Context: an optimization exercise on an open-source flow, tuned for small area. The choices shown serve that exercise and are no tape-out recipe.
In this exercise RTL edits were held to simulation tests only and were not proved equivalent to the original.
The clock port is modelled as an ideal driver, which makes a skipped or thinned clock tree look cheaper than it is; a real chip needs a root buffer or a tree.

==> job 5306 <==
Design counter_peripheral, start of the top module:
module counter_peripheral (
    input  logic        clk,
    input  logic        rst_n,
    input  logic        awvalid,
    output logic        awready,
    input  logic [31:0] awaddr,
    input  logic        wvalid,
    output logic        wready,
    input  logic [31:0] wdata,
    input  logic [3:0]  wstrb,
    output logic        bvalid,
    input  logic        bready,
    output logic [1:0]  bresp,
    input  logic        arvalid,
    output logic        arready,
    input  logic [31:0] araddr,
    output logic        rvalid,
    input  logic        rready,
    output logic [31:0] rdata,
    output logic [1:0]  rresp
);
==> module counter_peripheral, before the edit <==
module counter_peripheral (
    input  logic        clk,
    input  logic        rst_n,
    input  logic        awvalid,
    output logic        awready,
    input  logic [31:0] awaddr,
    input  logic        wvalid,
    output logic        wready,
    input  logic [31:0] wdata,
    input  logic [3:0]  wstrb,
    output logic        bvalid,
    input  logic        bready,
    output logic [1:0]  bresp,
    input  logic        arvalid,
    output logic        arready,
    input  logic [31:0] araddr,
    output logic        rvalid,
    input  logic        rready,
    output logic [31:0] rdata,
    output logic [1:0]  rresp
);
    logic [31:1] ctrl_hi;      
    logic        ctrl0;        
    logic        ctrl_v;       
    logic [31:0] init_val;
    logic        init_v;       
    logic [31:0] count;
    logic        count_v;      
    logic        ctrl_prev;    
    logic        wait_st;
    logic        wa_ctrl, wa_init;    
    logic        rerr;
    wire aw_hi0 = (awaddr[31:4] == 28'd0) && (awaddr[1:0] == 2'd0);
    wire aw_c   = aw_hi0 && (awaddr[3:2] == 2'b00);
    wire aw_i   = aw_hi0 && (awaddr[3:2] == 2'b10);
    wire ar_hi0 = (araddr[31:4] == 28'd0) && (araddr[1:0] == 2'd0);
    wire ar_c   = ar_hi0 && (araddr[3:2] == 2'b00);
    wire ar_n   = ar_hi0 && (araddr[3:2] == 2'b01);
    wire ar_i   = ar_hi0 && (araddr[3:2] == 2'b10);
    wire idle    = !bvalid && !wait_st;
    wire aw_hs   = idle && awvalid && awready;
    wire w_hs    = idle && wvalid && wready;
    wire wr_aw   = wait_st && !awready && awvalid;    
    wire wr_w    = wait_st && !wready && wvalid;      
    wire wr_now  = (aw_hs && w_hs) || wr_aw;          
    wire we_ctrl = (wr_now && aw_c) || (wr_w && wa_ctrl);
    wire we_init = (wr_now && aw_i) || (wr_w && wa_init);
    wire aw_take = aw_hs || wr_aw;
    assign bresp = 2'b00;
    assign rresp = {rerr, 1'b0};
    always_ff @(posedge clk or negedge rst_n) begin
        if (!rst_n) begin
            awready <= 1'b0;
            wready  <= 1'b0;
            bvalid  <= 1'b0;
            wait_st <= 1'b0;
            wa_ctrl <= 1'b1;
            wa_init <= 1'b0;
        end else begin
            if (aw_take) begin
                wa_ctrl <= aw_c;
                wa_init <= aw_i;
            end
            if (bvalid) begin
                if (bready) bvalid <= 1'b0;
            end else if (!wait_st) begin
                if (aw_hs) begin
                    awready <= 1'b0;
                    if (w_hs) begin
                        wready <= 1'b0;
                        bvalid <= 1'b1;
                    end else begin
                        wready  <= 1'b1;
                        wait_st <= 1'b1;
                    end
                end else if (w_hs) begin
                    awready <= 1'b1;
                    wready  <= 1'b0;
                    wait_st <= 1'b1;
                end else begin
                    awready <= 1'b1;
                    wready  <= 1'b1;
                end
            end else if (wr_w) begin
                wready  <= 1'b0;
                bvalid  <= 1'b1;
                wait_st <= 1'b0;
            end else if (wr_aw) begin
                awready <= 1'b0;
                bvalid  <= 1'b1;
                wait_st <= 1'b0;
            end
        end
    end
    wire load = ctrl0 && !ctrl_prev;    
    wire inc  = ctrl0 && ctrl_prev;     
    always_ff @(posedge clk or negedge rst_n) begin
        if (!rst_n) begin
            ctrl0     <= 1'b0;
            ctrl_v    <= 1'b0;
            init_v    <= 1'b0;
            count_v   <= 1'b0;
            ctrl_prev <= 1'b0;
        end else begin
            ctrl_prev <= ctrl0;
            if (we_ctrl) begin
                ctrl0  <= wdata[0];
                ctrl_v <= 1'b1;
            end
            if (we_init) init_v <= 1'b1;
            if (load) count_v <= 1'b1;
        end
    end
    logic [31:0] ones;                              
    assign ones[0] = 1'b1;
    for (genvar i = 1; i < 32; i++) begin : g_ones
        assign ones[i] = ones[i-1] & count[i-1];
    end
    wire [31:0] cnt_inc = count ^ ({32{inc}} & ones);    
    always_ff @(posedge clk) begin
        ctrl_hi  <= ({31{we_ctrl}} & wdata[31:1]) | ({31{!we_ctrl}} & ctrl_hi);
        init_val <= ({32{we_init}} & wdata) | ({32{!we_init}} & init_val);
        count    <= ({32{load && init_v}} & init_val) | ({32{!load}} & cnt_inc);
    end
    always_ff @(posedge clk or negedge rst_n) begin
        if (!rst_n) begin
            arready <= 1'b0;
            rvalid  <= 1'b0;
        end else if (rvalid) begin
            if (rready) rvalid <= 1'b0;
        end else begin
            arready <= 1'b1;
            if (arvalid && arready) begin
                arready <= 1'b0;
                rvalid  <= 1'b1;
            end
        end
    end
    always_ff @(posedge clk) begin
        rerr  <= (rvalid && rerr) || (!rvalid && !(ar_c || ar_n || ar_i));
        rdata <= ({32{rvalid}} & rdata)
               | ({32{!rvalid && ar_c}} & {ctrl_v ? ctrl_hi : 31'd0, ctrl0})
               | ({32{!rvalid && ar_n && count_v}} & count)
               | ({32{!rvalid && ar_i && init_v}} & init_val);
    end
endmodule
==> flow/config.mk <==
export PLATFORM = sky130hd
export DESIGN_NAME = counter_peripheral
export DESIGN_NICKNAME = counter_peripheral
export VERILOG_FILES = /design/flow/design.v
export SDC_FILE = /design/flow/constraint.sdc
export NUM_CORES = 4
export LEC_CHECK = 0
export CAP_MARGIN = 20
export CORE_MARGIN = 2
export CORE_UTILIZATION = 70
export SLEW_MARGIN = 20
==> flow/constraint.sdc <==
create_clock -name core_clock -period 4.0 [get_ports {clk}]
set_input_delay 0.8000 -clock core_clock [delete_from_list [all_inputs] [get_ports {clk}]]
set_output_delay 0.8000 -clock core_clock [all_outputs]
set_load 0.01 [all_outputs]
standard.sh (not shown) runs the stock make flow with config.mk's settings and CLKGATE_MAP_FILE= SYNTH_SCRIPT=/design/flow/synth_recipe.tcl, a recipe that flattens the netlist after the stock synthesis.
==> flow/flow/run.sh <==
#!/bin/bash
# The standard layout with changes that only affect area:
#  - after the standard synthesis, its combinational cells are re-mapped by ABC
#    with an area-oriented script (registers are left exactly as synthesized);
#  - ports are buffered with the smallest buffer, buf_1;
#  - the clock tree is a small balanced two-level tree (flow/manual_cts.tcl):
#    clock port -> one root buffer -> a few leaf buffers -> the flip-flops.
set -euo pipefail
HERE=$(pwd)
RES=$HERE/orfs/results/$FLOW_PLATFORM/counter_peripheral/base
export BUFFER_PORTS_ARGS="-buffer_cell sky130_fd_sc_hd__buf_1"
export PRE_CTS_TCL=$HERE/flow/pre_cts.tcl
export MCTS_DIR=$HERE/flow
export MCTS_CLOCK_PORT=clk
export MCTS_LEAF=sky130_fd_sc_hd__buf_12
export MCTS_ROOT=sky130_fd_sc_hd__buf_8
export MCTS_MAX_SINKS=24

bash standard.sh synth > standard_synth.log 2>&1

# Re-map the logic of the standard netlist.
cp $RES/1_2_yosys.v $HERE/standard_netlist.v
printf 'set_driving_cell sky130_fd_sc_hd__buf_1\nset_load 5\n' > $HERE/abc.constr
YOSYS=$FLOW_HOME/../tools/install/yosys/bin/yosys
[[ -x $YOSYS ]] || YOSYS=yosys
LIB=$FLOW_HOME/platforms/$FLOW_PLATFORM/lib/sky130_fd_sc_hd__tt_025C_1v80.lib \
NETLIST_IN=$HERE/standard_netlist.v NETLIST_OUT=$HERE/remapped_netlist.v \
ABC_SCRIPT=$HERE/flow/area.abc ABC_CONSTR=$HERE/abc.constr \
  $YOSYS -c $HERE/flow/remap.ys > remap_yosys.log 2>&1
cp $HERE/remapped_netlist.v $RES/1_2_yosys.v
rm -f $RES/1_synth.odb $RES/1_synth.sdc

bash standard.sh > standard_flow.log 2>&1
==> flow/flow/area.abc <==
strash
ifraig
scorr
dc2
strash
&get -n
&dc2
&dch -f
&nf -R 1000
&put
stime -c
==> flow/flow/manual_cts.tcl <==
# A small balanced clock tree: the clock port drives one root buffer, which
# drives a few leaf buffers; each leaf buffer drives one cluster of the
# clock sinks (clusters of nearly equal size, found by k-means on the sink
# locations). Every sink is two buffers from the port.
proc manual_cts_build { leaf_master root_master max_sinks } {
  set db [ord::get_db]
  set block [ord::get_db_block]
  set clk_net [$block findNet $::env(MCTS_CLOCK_PORT)]
  set sinks {}
  foreach it [$clk_net getITerms] {
    set inst [$it getInst]
    lappend sinks [list $it {*}[$inst getLocation]]
  }
  set n [llength $sinks]
  set k [expr {int(ceil(double($n) / $max_sinks))}]
  if { $k < 1 } { set k 1 }
  # k-means with capacity: seed centres along the x-sorted list
  set sorted [lsort -real -index 1 $sinks]
  set centres {}
  for {set c 0} {$c < $k} {incr c} {
    set lo [expr {$c * $n / $k}]
    set hi [expr {($c + 1) * $n / $k - 1}]
    set tx 0.0; set ty 0.0
    for {set i $lo} {$i <= $hi} {incr i} {
      set s [lindex $sorted $i]
      set tx [expr {$tx + [lindex $s 1]}]; set ty [expr {$ty + [lindex $s 2]}]
    }
    set m [expr {$hi - $lo + 1}]
    lappend centres [list [expr {$tx / $m}] [expr {$ty / $m}]]
  }
  set cap [expr {int(ceil(double($n) / $k))}]
  for {set iter 0} {$iter < 30} {incr iter} {
    # all (sink, centre) distances, assign greedily by distance with capacity
    set pairs {}
    set i 0
    foreach s $sinks {
      set c 0
      foreach ctr $centres {
        set d [expr {abs([lindex $s 1] - [lindex $ctr 0]) + abs([lindex $s 2] - [lindex $ctr 1])}]
        lappend pairs [list $d $i $c]
        incr c
      }
      incr i
    }
    set pairs [lsort -real -index 0 $pairs]
    array unset assign
    array unset count
    for {set c 0} {$c < $k} {incr c} { set count($c) 0 }
    foreach p $pairs {
      lassign $p d i c
      if { [info exists assign($i)] } { continue }
      if { $count($c) >= $cap } { continue }
      set assign($i) $c
      incr count($c)
    }
    set new {}
    array unset sx
    array unset sy
    for {set c 0} {$c < $k} {incr c} { set sx($c) 0.0; set sy($c) 0.0 }
    for {set i 0} {$i < $n} {incr i} {
      set c $assign($i)
      set s [lindex $sinks $i]
      set sx($c) [expr {$sx($c) + [lindex $s 1]}]; set sy($c) [expr {$sy($c) + [lindex $s 2]}]
    }
    for {set c 0} {$c < $k} {incr c} {
      lappend new [list [expr {$sx($c) / max(1, $count($c))}] [expr {$sy($c) / max(1, $count($c))}]]
    }
    set centres $new
  }
  set lm [$db findMaster $leaf_master]
  set rm [$db findMaster $root_master]
  # root buffer at the centre of the leaf buffers
  set rx 0.0; set ry 0.0
  foreach ctr $centres { set rx [expr {$rx + [lindex $ctr 0]}]; set ry [expr {$ry + [lindex $ctr 1]}] }
  set rx [expr {int($rx / $k)}]; set ry [expr {int($ry / $k)}]
  set root [odb::dbInst_create $block $rm clkbuf_root]
  $root setLocation $rx $ry
  $root setPlacementStatus PLACED
  set root_net [odb::dbNet_create $block clknet_root]
  $root_net setSigType CLOCK
  [$root findITerm X] connect $root_net
  set leaves {}
  for {set c 0} {$c < $k} {incr c} {
    set leaf [odb::dbInst_create $block $lm clkbuf_leaf_$c]
    $leaf setLocation [expr {int([lindex $centres $c 0])}] [expr {int([lindex $centres $c 1])}]
    $leaf setPlacementStatus PLACED
    set net [odb::dbNet_create $block clknet_leaf_$c]
    $net setSigType CLOCK
    [$leaf findITerm X] connect $net
    [$leaf findITerm A] connect $root_net
    lappend leaves $net
  }
  for {set i 0} {$i < $n} {incr i} {
    set it [lindex $sinks $i 0]
    $it disconnect
    $it connect [lindex $leaves $assign($i)]
  }
  [$root findITerm A] connect $clk_net
  $clk_net setSigType CLOCK
  puts "manual CTS: $n sinks, $k leaf buffers ($leaf_master), root $root_master, cluster sizes [lmap c [lsort -integer [array names count]] {set count($c)}]"
}
==> flow/flow/pre_cts.tcl <==
# Sourced by ORFS's CTS step before clock_tree_synthesis: replace TritonCTS
# by the small balanced tree of manual_cts.tcl. The rest of the CTS step
# (legalisation, timing repair) runs as usual.
source [file join $::env(MCTS_DIR) manual_cts.tcl]
rename clock_tree_synthesis __tritoncts_unused
proc clock_tree_synthesis { args } {
  manual_cts_build $::env(MCTS_LEAF) $::env(MCTS_ROOT) $::env(MCTS_MAX_SINKS)
  set_propagated_clock [all_clocks]
}
Other scripts of this flow, unchanged in this note and not shown: flow/flow/remap.ys
==> inputs of job 1907, as changes to job 5306 <==
==> flow/flow/area.abc (replaced) <==
strash
ifraig
scorr
dc2
strash
&get -n
&dch -f
&nf -R 1000
&put
stime -c
- CORE_UTILIZATION: 70 -> 85
==> inputs of job 9815, as changes to job 5306 <==
- CORE_UTILIZATION: 70 -> 80
==> inputs of job 5392, as changes to job 5306 <==
--- a/flow/design.v
+++ b/flow/design.v
@@ -111,12 +111,7 @@
             if (load) count_v <= 1'b1;
         end
     end
-    logic [31:0] ones;                              
-    assign ones[0] = 1'b1;
-    for (genvar i = 1; i < 32; i++) begin : g_ones
-        assign ones[i] = ones[i-1] & count[i-1];
-    end
-    wire [31:0] cnt_inc = count ^ ({32{inc}} & ones);    
+    wire [31:0] cnt_inc = count + {31'd0, inc};    
     always_ff @(posedge clk) begin
         ctrl_hi  <= ({31{we_ctrl}} & wdata[31:1]) | ({31{!we_ctrl}} & ctrl_hi);
         init_val <= ({32{we_init}} & wdata) | ({32{!we_init}} & init_val);
--- a/flow/flow/run.sh
+++ b/flow/flow/run.sh
@@ -1,20 +1,14 @@
 #!/bin/bash
-# The standard layout with changes that only affect area:
+# The standard layout with three changes that only affect area:
 #  - after the standard synthesis, its combinational cells are re-mapped by ABC
 #    with an area-oriented script (registers are left exactly as synthesized);
 #  - ports are buffered with the smallest buffer, buf_1;
-#  - the clock tree is a small balanced two-level tree (flow/manual_cts.tcl):
-#    clock port -> one root buffer -> a few leaf buffers -> the flip-flops.
+#  - the clock tree uses small clock buffers and no dummy loads.
 set -euo pipefail
 HERE=$(pwd)
 RES=$HERE/orfs/results/$FLOW_PLATFORM/counter_peripheral/base
 export BUFFER_PORTS_ARGS="-buffer_cell sky130_fd_sc_hd__buf_1"
-export PRE_CTS_TCL=$HERE/flow/pre_cts.tcl
-export MCTS_DIR=$HERE/flow
-export MCTS_CLOCK_PORT=clk
-export MCTS_LEAF=sky130_fd_sc_hd__buf_12
-export MCTS_ROOT=sky130_fd_sc_hd__buf_8
-export MCTS_MAX_SINKS=24
+export CTS_ARGS='-sink_clustering_enable -repair_clock_nets -dont_use_dummy_load -buf_list "sky130_fd_sc_hd__clkbuf_4 sky130_fd_sc_hd__clkbuf_8"'
 
 bash standard.sh synth > standard_synth.log 2>&1
 
==> flow/flow/area.abc (replaced) <==
strash
ifraig
scorr
dc2
strash
&get -n
&dch -f
&nf -R 1000
&put
stime -c
- CORE_UTILIZATION: 70 -> 40
removed: flow/flow/manual_cts.tcl
removed: flow/flow/pre_cts.tcl
==> results.cfg <==
[global_routing]
met3_usage = 0.697
grt_use_met1 = 0.871
busiest_layer = met2
overflow = 144

[run_status]
run.stop_error = [ERROR GRT-0232] Routing congestion too high. Check the congestion heatmap in the GUI.
status = did not finish
last-stage-reached = global routing

[placed_design]
dp.cells = 667
(the above is from job 9815)
==> results.cfg <==
[run_status]
status = did not finish
last-stage-reached = global placement
run.stop_error = [ERROR GPL-0301] Utilization 105.017 % exceeds 100%.

[yosys]
syn_area_per_cell_um2 = 12.1
synth_area_um2 = 5260

[floorplan]
row_count = 28
die_w_um = 82.7

[placed_design]
port_buffers = 140
(the above is from job 1907)
==> results.cfg <==
[global_routing]
grt_use_met1 = 0.352
overflow = 0
busiest_layer = met2
met3_usage = 0.0359

[run_status]
status = finished clean

[timing]
period_needed_ns = 3.69

[placed_design]
dp.cells = 691
(the above is from job 5306)
==> results.cfg <==
[run_status]
status = finished clean

[placed_design]
dp.cells = 760
place.gp.congestion = 0.777

[finish]
fin_area_um2 = 6390

[timing]
fin_crit_sh = 0.890

[global_routing]
busiest_layer = met2
met3_usage = 0.0589
overflow = 0
grt_use_met1 = 0.241
(the above is from job 5392)
In job 5306 the design's own scripts or RTL, not TritonCTS, make the clock network.

## re-timing with driven ports
The flow's constraints put no driver on any port. The routed layouts listed below were extracted and timed again, unchanged, in two steps. Step 1 sets driving cells, clkbuf_16 on the clock port and buf_2 on the other inputs (assumed; they add their load-dependent delay and slew). Step 2 adds t to the input delays and takes it off the output delays; t is the mean of the earliest and latest rising clock arrival at the registers after step 1. Input paths then give back, and output paths get back, about the clock's delay inside the block. Three values: ideal ports, drivers, drivers and shift; two values: the first two.
run | t, ns | setup slack, ns | hold WS [ns] | worst setup path after step 2
job 5306 | 0.364 | 0.309 / 0.309 / 0.309 | 0.464 / 0.464 / 0.464 | register to register
job 5392 | 0.460 | 0.441 / 0.441 / 0.441 | 0.387 / 0.382 / 0.467 | register to register
After both steps setup and hold are still met in every run listed.
